This is an optimization exercise on Yosys and OpenROAD, whose aim is small area, not a production implementation. Only simulation tests tie the RTL to the original design; equivalence was not proved. Power figures rest on the tool's default switching activity, not on a simulated workload.

## flow/design.v

```verilog
`timescale 1ns / 1ps
module axi_stream_insert_header_1 #(
parameter DATA_WD = 32,
parameter DATA_BYTE_WD = DATA_WD / 8,
parameter BYTE_CNT_WD = $clog2(DATA_BYTE_WD)
) (
input clk,
input rst_n,
input valid_in,
input [DATA_WD-1 : 0] data_in,
input [DATA_BYTE_WD-1 : 0] keep_in,
input last_in,
output ready_in,
output valid_out,
output [DATA_WD-1 : 0] data_out,
output [DATA_BYTE_WD-1 : 0] keep_out,
output last_out,
input ready_out,
input valid_insert,
input [DATA_WD-1 : 0] data_insert,
input [DATA_BYTE_WD-1 : 0] keep_insert,
input [BYTE_CNT_WD-1: 0] byte_insert_cnt,
output ready_insert
);
reg l1, l2, lo0, lo1;
wire pulse = ~l1 & l2;
always @(posedge clk or negedge rst_n)
if (!rst_n) begin
    l1 <= 1'b0; l2 <= 1'b0; lo0 <= 1'b0; lo1 <= 1'b0;
end else begin
    l1 <= last_in; l2 <= l1; lo0 <= pulse; lo1 <= lo0;
end
assign ready_in = ~pulse;
assign last_out = lo1;
wire en = valid_in & ~pulse & rst_n;
reg [31:0] r1, r2;
reg [3:0] kin;
reg nz1, nz2;
always @(posedge clk) if (en) begin r1 <= data_in; r2 <= r1; nz2 <= nz1; kin <= keep_in; end
always @(posedge clk or negedge rst_n)
if (!rst_n) nz1 <= 1'b0;
else if (en) nz1 <= 1'b1;
reg s_ready, ins, n1;
wire hs = valid_insert & s_ready;
always @(posedge clk or negedge rst_n)
if (!rst_n) begin
    s_ready <= 1'b0; ins <= 1'b0; n1 <= 1'b0;
end else begin
    ins <= hs; s_ready <= ~ins; n1 <= s_ready;
end
assign ready_insert = s_ready;
assign valid_out = ~n1 | s_ready;
wire k1111 = keep_insert == 4'b1111;
wire k0111 = keep_insert == 4'b0111;
wire k0011 = keep_insert == 4'b0011;
wire k0001 = keep_insert == 4'b0001;
wire kval = k1111 | k0111 | k0011 | k0001;
reg [3:0] ks;
always @(posedge clk) if (hs) ks <= {k0001, k0011, k0111, k1111};
reg [31:0] hdr;
reg [3:0] nzb;
always @(posedge clk) if (hs & kval) hdr <= data_insert;
always @(posedge clk or negedge rst_n)
if (!rst_n) nzb <= 4'b0;
else if (hs & kval) nzb <= {k1111, k1111 | k0111, ~k0001, 1'b1};
wire si0 = ins & k1111, si1 = ins & k0111, si2 = ins & k0011, si3 = ins & k0001;
wire sn0 = ~ins & ks[0], sn1 = ~ins & ks[1], sn2 = ~ins & ks[2], sn3 = ~ins & ks[3];
wire ld = si0 | si1 | si2 | si3 | sn0 | sn1 | sn2 | sn3;
wire a1 = (si1 | sn1) & nz1, a2 = (si2 | sn2) & nz1, a3 = (si3 | sn3) & nz1;
wire b0 = sn0 & nz2, b1 = sn1 & nz2, b2 = sn2 & nz2, b3 = sn3 & nz2;
reg [31:0] hdo;
reg nzh;
wire [7:0] di0 = data_insert[7:0], di1 = data_insert[15:8], di2 = data_insert[23:16];
wire [7:0] q0 = r1[7:0], q1 = r1[15:8], q2 = r1[23:16], q3 = r1[31:24];
wire [7:0] p0 = r2[7:0], p1 = r2[15:8], p2 = r2[23:16], p3 = r2[31:24];
function [7:0] m; input s; input [7:0] v; m = {8{s}} & v; endfunction
wire [7:0] h3 = m(si0 & nzb[3], hdr[31:24]) | m(si1, di2) | m(si2, di1) | m(si3, di0)
              | m(b0, p3) | m(b1, p2) | m(b2, p1) | m(b3, p0) | m(~ld, hdo[31:24]);
wire [7:0] h2 = m(si0 & nzb[2], hdr[23:16]) | m(si1, di1) | m(si2, di0) | m(a3, q3)
              | m(b0, p2) | m(b1, p1) | m(b2, p0) | m(~ld, hdo[23:16]);
wire [7:0] h1 = m(si0 & nzb[1], hdr[15:8]) | m(si1, di0) | m(a2, q3) | m(a3, q2)
              | m(b0, p1) | m(b1, p0) | m(~ld, hdo[15:8]);
wire [7:0] h0 = m(si0 & nzb[0], hdr[7:0]) | m(a1, q3) | m(a2, q2) | m(a3, q1)
              | m(b0, p0) | m(~ld, hdo[7:0]);
always @(posedge clk) hdo <= {h3, h2, h1, h0};
always @(posedge clk or negedge rst_n)
if (!rst_n) nzh <= 1'b0;
else if (ld) nzh <= 1'b1;
wire so = ready_out & nzh, sr = ~ready_out & nz2;
assign data_out = ({32{so}} & hdo) | ({32{sr}} & r2);
reg [3:0] keep_out_r;
wire [3:0] kl = ({4{k1111}} & kin) | ({4{k0111}} & {kin[2:0], 1'b0})
              | ({4{k0011}} & {kin[1:0], 2'b0}) | ({4{k0001}} & {kin[0], 3'b0})
              | {4{~kval}};
always @(posedge clk or negedge rst_n)
if (!rst_n) keep_out_r <= 4'b0;
else keep_out_r <= valid_out ? 4'b1111 : ({4{lo1}} & kl);
assign keep_out = keep_out_r;
endmodule
```

## flow/config.mk

```make
export PLATFORM = sky130hd
export DESIGN_NAME = axi_stream_insert_header_1
export DESIGN_NICKNAME = axi_stream_insert_header_1
export VERILOG_FILES = /design/flow/design.v
export SDC_FILE = /design/flow/constraint.sdc
export NUM_CORES = 4
export LEC_CHECK = 0
export CAP_MARGIN = 20
export CORE_MARGIN = 2
export CORE_UTILIZATION = 40
export SLEW_MARGIN = 20
```

## flow/run.sh

```bash
#!/bin/bash
# synth_recipe.tcl (not shown) runs the flow's synth.tcl, then flattens the netlist and writes it again
# the make line also repeats each setting of config.mk as NAME=value (left out here)
make -C /OpenROAD-flow-scripts/flow DESIGN_CONFIG=/design/flow/config.mk WORK_HOME=/design/flow/orfs CLKGATE_MAP_FILE= SYNTH_SCRIPT=/design/flow/synth_recipe.tcl finish
```

## flow/constraint.sdc

```tcl
create_clock -name core_clock -period 5.0 [get_ports {clk}]
set_input_delay 1.0000 -clock core_clock [delete_from_list [all_inputs] [get_ports {clk}]]
set_output_delay 1.0000 -clock core_clock [all_outputs]
set_load 0.01 [all_outputs]
```

==> run summary, run 1 <==
status=complete, no violations; routed wire length per instance=about 22 um; number of fillers in the final layout=about 1,400; fraction of met3 tracks used by global routing=about 7.5%; cell area after layout=about 8500 sq um; sequential share of the synthesized area=64.40%; number of distinct library cells after synthesis=48; Hold/Removal Path Class=register to register; area of the die=about 17,000 sq um; upper clock frequency limit=between 200 and 300 MHz; root buffer selected by CTS=sky130_fd_sc_hd__clkbuf_16; global-route wire length before repair=around 29,000 um; number of buffers on the longest clock path=2; slew margin rel.=~28%; overall via count from detail_route=5,071; most common cell after layout, fill and taps aside=sky130_fd_sc_hd__clkdlybuf4s50_1; number of synthesized register bits=~150; core footprint=around 16,000 sq um; Top Ports=120; remaining design rule violation count=0; worst slew pin tran=between 1 and 1.5 ns; maximum level of the CTS H-tree=4; max-cap check violation count=0; first-pass detailed-route iteration total=7; total number of clock tree sinks=roughly 150; setup repair after global routing missed its margin=no; cells after synthesis=just over 500; clock latency at the later pin of the worst-skew pair=0.44 ns; worst-case clock skew=0.01077 ns; final critical delay including setup and external delays=3.834 ns; First DRT Iteration DRCs=740; ratio of cells with drive above 1 in the final layout=approximately 8.9%; Top Usage Layer GRT=met1; commonest cells after routing, fill and taps aside=sky130_fd_sc_hd__clkdlybuf4s50_1, sky130_fd_sc_hd__edfxtp_1, sky130_fd_sc_hd__nand3_1; area growth from synthesis to final layout=29.05%; Peak VDD IR=around 250 uV; sequential cell area=around 4200 sq um; total standard cell area after synthesis=roughly 6600 sq um; P_leak=0.002921 uW; HPWL Detailed=roughly 13,000 um; total power consumption of the routed design=about 3200 uW; Chip Width=between 100 and 150 um; Inserted Diodes=0; largest net degree at the start of global routing=59; vias per std cell=between 6 and 7; Synth async-reset ratio=11.04%; final number of setup-violating endpoints=0; layout net count=around 690; Detail Route Antenna Nets=0; crit start category=input pin; critical path class=input pin to output pin; number of buffers created by CTS=17; area post-placement=roughly 8000 sq um; Final Instance Count excl. Fillers=roughly 840; arrival time reported for the critical path endpoint=approximately 2.8 ns; placed cell count=roughly 800; Setup Fix Bufs, Post-CTS=0; post_cts resized=0; hold_buf cts=0; met2 global-route usage=between 20 and 30%; GR Layer Usage met1=about a third; area of combinational cells with multiple inputs=about 2100 sq um; final RePlAce weighted congestion=between 0.8 and 0.9; P per Cell Area=roughly 380 nW/um^2; Synth Warn #=1; Final Hold Vio Count=0; via count of the first global-routing pass=~4,800; Final Cycle Share=between 70% and 80%; number of buffers added on ports=about 120; final WL=18,740 um; height of the die=around 130 um; Worst setup EP type=output pin; largest fanout on the critical path=32; Max Transition Viols Final=0; most frequently used flop master after synthesis=sky130_fd_sc_hd__edfxtp_1; post-synthesis area per instance=12.75 sq um; worst-case hold slack=about 0.35 ns; clock-pin slew of the registers on the worst-case setup and hold paths=0.07 ns; total negative setup slack=0 ns; WP data required=4.00 ns; CTS tree=yes; global-route usage over all layers=21.65%; number of core rows=46; initial antenna violation count=0; synthesized netlist net count=slightly below 600; remaining global-route overflow=0; Post-synth EDFFs=between 100 and 150; starting density of the core=41.09%
-- flip-flops by register name, summed over array words and instances (netlist names) --
signal      cells
r1             32
nzb             4
lo1             1
nz2             1
hdr            32
lo0             1
r2             32
ks              4
s_ready         1
l2              1
nz1             1
l1              1
keep_out_r      4
kin             4
ins             1
nzh             1
n1              1
hdo            32
-- cell usage after synthesis (2+ instances only) --
master | n | area share [%]
sky130_fd_sc_hd__and2_1 | 3 | 0.29
sky130_fd_sc_hd__a22o_1 | 33 | 4.4
sky130_fd_sc_hd__nand2b_1 | 5 | 0.48
sky130_fd_sc_hd__a222oi_1 | 8 | 1.2
sky130_fd_sc_hd__buf_6 | 3 | 0.52
sky130_fd_sc_hd__nor2_1 | 20 | 1.1
sky130_fd_sc_hd__a221oi_1 | 17 | 2.3
sky130_fd_sc_hd__nand3b_1 | 2 | 0.23
sky130_fd_sc_hd__a32oi_1 | 16 | 2.1
sky130_fd_sc_hd__nand4_1 | 16 | 1.5
sky130_fd_sc_hd__and3b_1 | 2 | 0.27
sky130_fd_sc_hd__buf_2 | 17 | 1.3
sky130_fd_sc_hd__dfxtp_1 | 32 | 9.8
sky130_fd_sc_hd__buf_4 | 3 | 0.34
sky130_fd_sc_hd__nor3_1 | 3 | 0.23
sky130_fd_sc_hd__dfrtp_1 | 17 | 6.5
sky130_fd_sc_hd__o2bb2ai_1 | 8 | 1.1
sky130_fd_sc_hd__a21o_1 | 2 | 0.23
sky130_fd_sc_hd__a31oi_1 | 7 | 0.67
sky130_fd_sc_hd__a21oi_1 | 18 | 1.4
sky130_fd_sc_hd__nand3_1 | 54 | 4.1
sky130_fd_sc_hd__inv_1 | 9 | 0.52
sky130_fd_sc_hd__edfxtp_1 | 105 | 48
sky130_fd_sc_hd__nor2_2 | 4 | 0.38
sky130_fd_sc_hd__nor2b_1 | 2 | 0.19
sky130_fd_sc_hd__a22oi_1 | 40 | 4.6
sky130_fd_sc_hd__nand2_1 | 22 | 1.3
sky130_fd_sc_hd__clkbuf_1 | 19 | 1.1
sky130_fd_sc_hd__o21ai_0 | 8 | 0.61
-- cell type report --
type / count / share of cell area (%)
Clock buffer: 17 / 5.032
Clock inverter: 15 / 2.042
Inverter: 9 / 0.3996
Multi-Input combinational cell: 307 / 24.72
Sequential cell: 154 / 49.90
Tap cell: 216 / 3.197
Timing Repair Buffer: 125 / 14.71
-- path summary, 6_finish.rpt --
path	slack, ns	startpoint	end	cells past startpoint
setup reg to reg	2.52	ins	hdo[9]	4
hold / removal	0.35	lo0	lo1	0
min in group asynchronous	0.90	rst_n	l2	2
hold reg to reg	0.35	lo0	lo1	0
max in group asynchronous	3.88	rst_n	nzb[2]	2
setup / recovery	1.17	ready_out	data_out[10]	5
-- routing by layer --
layer	vias to the layer above	wire length (um)	part of all wire, %
li1	2285	-	-
met1	2494	8512	45
met2	274	8001	43
met3	18	2024	11
met4	0	201	1.1
met5	-	0	0
-- logic make-up (layout without fill, tap and decap cells) --
| kind of cell | after synthesis | after routing | share of synthesized area, % |
|---|---|---|---|
| and+or+nand+nor | 142 | 142 | 11.61 |
| AOI/OAI and AO/OA | 165 | 165 | 20.09 |
| DFF | 154 | 154 | 64.40 |
| buffers and inverters | 53 | 166 | 3.896 |
-- critical path, cell delays in order --
cell and delay, ns:
sky130_fd_sc_hd__clkdlybuf4s50_1 0.49, sky130_fd_sc_hd__and2_1 0.13, sky130_fd_sc_hd__buf_4 0.36, sky130_fd_sc_hd__a22o_1 0.25
sky130_fd_sc_hd__clkdlybuf4s50_1 0.58
-- power by group --
group / internal [uW] / total (uW) / leakage, uW / switching [uW]
combinational: 195 / 379 / 0.00120 / 184
sequential: 1450 / 1510 / 0.00142 / 65.4
clock: 717 / 1300 / 0.000295 / 588
-- per-stage QoR --
stage | utilization (%) | worst slack (ns)
CTS | 53.03 | 1.148
floorplan | - | 1.887
detailed placement | 49.28 | 1.177
finish | 53.03 | 1.166
global placement | 49.28 | 1.161
global route | 53.03 | 1.114
==> run 2: changes to the inputs <==
==> flow/flow/run.sh (new file) <==
#!/bin/bash
set -euo pipefail
export BUFFER_PORTS_ARGS="-buffer_cell sky130_fd_sc_hd__buf_1"
export CTS_ARGS="-sink_clustering_enable -repair_clock_nets -dont_use_dummy_load -buf_list sky130_fd_sc_hd__clkbuf_8 -sink_clustering_size 20"
bash standard.sh > make.log 2>&1
==> flow/standard.sh (new file) <==
#!/bin/bash
# synth_recipe.tcl (not shown) runs the flow's synth.tcl, then flattens the netlist and writes it again
# the make line also repeats each setting of config.mk as NAME=value (left out here)
make -C /OpenROAD-flow-scripts/flow DESIGN_CONFIG=/design/flow/config.mk WORK_HOME=/design/flow/orfs CLKGATE_MAP_FILE= SYNTH_SCRIPT=/design/flow/synth_recipe.tcl "${@:-finish}"
removed: flow/run.sh
==> run 2 against run 1 <==
- still clean
- clock-buffer cell count did not move
- design area fell by 13%
- synthesized area did not move
- synthesized cell count did not move
- non-clock buffer count rose by 3
- global-route usage rose by 0.21 points
- via count did not move
- die area did not move
- worst setup slack improved by 0.76 ns
- critical endpoint is now data_out[17]
==> run summary, run 2 <==
status=complete, no violations; initial antenna violation count=0; Max Transition Viols Final=0; via count of the first global-routing pass=around 4,800; cell accounting for the most synthesized area=sky130_fd_sc_hd__edfxtp_1; top cells by area, synth=sky130_fd_sc_hd__edfxtp_1, sky130_fd_sc_hd__dfxtp_1, sky130_fd_sc_hd__dfrtp_1; overall via count from detail_route=a little over 5,000; hold_buf cts=0; worst-case hold slack=0.3726 ns; number of buffers created by CTS=17; max-cap check violation count=0; number of buffers on the longest clock path=2; Post-synth EDFFs=about 110; vias per std cell=roughly 6.1; upper clock frequency limit=approximately 330 MHz; cell area after layout=7396 sq um; number of fillers in the final layout=~1,500; Detail Route Antenna Nets=0; number of distinct library cells after synthesis=48; Buf/Inv on CP=3; arrival time reported for the critical path endpoint=between 2 and 2.5 ns; combinational group share of total power=a little under an eighth; Final Hold Vio Count=0; number of core rows=46; cell with the largest stage delay on the worst path=sky130_fd_sc_hd__buf_4; setup repair after global routing missed its margin=no; largest net degree at the start of global routing=38; portion of synthesized cell area occupied by the leading cell type=between 40% and 50%; Inserted Diodes=0; clock power share=between 20 and 30%; post-synthesis area per instance=12.75 sq um; Final Cycle Share=~61%; remaining global-route overflow=0; family of cells with the greatest summed delay on the critical path=buffers and inverters; worst-case clock skew=roughly 0.026 ns; crit start category=input pin; height of the die=approximately 130 um; switching pwr=629.6 uW; critical path class=input pin to output pin; clock-pin slew of the registers on the worst-case setup and hold paths=around 0.080 ns; most frequently used flop master after synthesis=sky130_fd_sc_hd__edfxtp_1; sequential share of the synthesized area=between 60% and 70%; post-layout util=46.39%; net switching share of the total power=25.25%; Synth Warn #=1; largest fanout on the critical path=32; area post-placement=roughly 7000 sq um; final RePlAce weighted congestion=around 0.86; P per Cell Area=between 300 and 400 nW/um^2; ordered list of cells on the worst path=buf_1, and2_1, buf_4, a22o_1, buf_1; remaining design rule violation count=0; layout net count=697; commonest cells after routing, fill and taps aside=sky130_fd_sc_hd__buf_1, sky130_fd_sc_hd__edfxtp_1, sky130_fd_sc_hd__nand3_1; sequential cell area=between 4000 and 5000 sq um; area growth from synthesis to final layout=12.89%; CTS tree=yes; final number of setup-violating endpoints=0; Peak VDD IR=roughly 200 uV; sequential group share of total power=60.7%; Hold/Removal Path Class=register to register; global-route usage over all layers=between 20% and 30%; first-pass detailed-route iteration total=6; global-route wire length before repair=just under 30,000 um; routed wire length per instance=around 23 um; First DRT Iteration DRCs=about 650; Worst setup EP type=output pin; maximum level of the CTS H-tree=4; root buffer selected by CTS=sky130_fd_sc_hd__clkbuf_8; cells after synthesis=between 500 and 600; most numerous cell in the Yosys netlist=sky130_fd_sc_hd__edfxtp_1; Setup Fix Bufs, Post-CTS=0; worst slew pin tran=between 1 and 1.5 ns; Top Ports=120; number of synthesized register bits=roughly 150; most common cell after layout, fill and taps aside=sky130_fd_sc_hd__buf_1; WP data required=4.00 ns; area of combinational cells with multiple inputs=2090 sq um; maximum cell stage delay along the critical path=0.37 ns; final WL=about 19,000 um; Chip Width=about 130 um; number of buffers added on ports=approximately 120; slew margin rel.=around a third; synthesized netlist net count=around 600; final critical delay including setup and external delays=about 3.1 ns; total negative setup slack=0 ns; post_cts resized=0; smallest setup slack after layout=1.929 ns; ratio of cells with drive above 1 in the final layout=around 7.2%; most frequent cell on the critical path=sky130_fd_sc_hd__buf_1; leading cell types by count after synthesis=sky130_fd_sc_hd__edfxtp_1, sky130_fd_sc_hd__nand3_1, sky130_fd_sc_hd__a22oi_1; Synth async-reset ratio=between 10 and 15%; Internal Dissipation=~1900 uW; total number of clock tree sinks=~150; Post-Place Worst Slack=1.577 ns; area of the die=approximately 17,000 sq um; P_leak=between 0.002 and 0.0025 uW; clock latency at the later pin of the worst-skew pair=0.44 ns; HPWL Detailed=roughly 13,000 um; starting density of the core=between 40% and 50%; total standard cell area after synthesis=between 6000 and 7000 sq um; core footprint=roughly 16,000 sq um
## run 2: logic make-up after synthesis
| group | Yosys count | share of synthesized area, % |
|---|---|---|
| DFF | 154 | 64.40 |
| AOI/OAI and AO/OA | 165 | 20.09 |
| and+or+nand+nor | 142 | 11.61 |
| buffers and inverters | 53 | 3.896 |
## run 2: path summary, 6_finish.rpt
path	from	endpoint	slack (ns)	cells after the start
worst max register to register	ks[1]	hdo[17]	2.44	4
worst min-delay path	lo0	lo1	0.37	0
worst max-delay path	ready_out	data_out[17]	1.93	5
min in group asynchronous	rst_n	lo0	0.49	2
worst min register to register	lo0	lo1	0.37	0
max in group asynchronous	rst_n	nzb[0]	4.27	2
## run 2: power by group through the flow
stage	logic (uW)	clock network (uW)	registers [uW]
after floorplan	201	0	1510
after global placement	292	0	1530
after detailed placement	295	0	1540
after CTS	296	702	1510
after global routing	329	758	1520
final	300	680	1510
## run 2: cell type report
cell class	instances	area share [%]
Timing Repair Buffer	128	7.427
Clock buffer	17	3.164
Tap cell	216	3.654
Sequential cell	154	57.05
Inverter	9	0.4568
Multi-Input combinational cell	307	28.25
## run 2: stage by stage
| step | cells | power, uW |
|---|---|---|
| finish | 831 | 2493 |
| CTS | 829 | 2510 |
| global placement | 812 | 1826 |
| detailed placement | 812 | 1833 |
| floorplan | 514 | 1709 |
| global route | 831 | 2609 |
## run 2: routing by layer
layer | GRT usage (%) | vias to the layer above | part of all wire [%]
met1 | 33.15 | 2503 | 46
met2 | 31.37 | 288 | 44
met4 | 4.952 | 0 | 0.86
met3 | 5.652 | 17 | 9.3
li1 | - | 2263 | -
met5 | 0 | - | 0

[re-timing with driven ports]
The flow's constraints put no driver on any port. The routed layouts listed below were extracted and timed again, unchanged, in two steps. Step 1 sets driving cells, clkbuf_16 on the clock port and buf_2 on the other inputs (assumed; they add their load-dependent delay and slew). Step 2 times the ports against the registers' clock, not the clock port: input delays grow and output delays shrink by t, the midpoint of the rising clock arrivals with the driver on. a / b / c = ideal ports / drivers / drivers and shift; a / b = the first two.
run | t, ns | slack for setup (ns) | worst setup path after step 2 | worst slew at a driven data input, ns | cell pins on the clock port's net
run 1 | 0.472 | 1.166 / 1.131 / 1.131 | input to output | 0.04 | 1
run 2 | 0.468 | 1.929 / 1.900 / 1.708 | input to register | 0.05 | 1
After both steps every run listed still meets setup and hold. For run 2, which loses most, drivers alone change the setup slack by -0.029 ns; drivers and shift together by -0.221 ns.
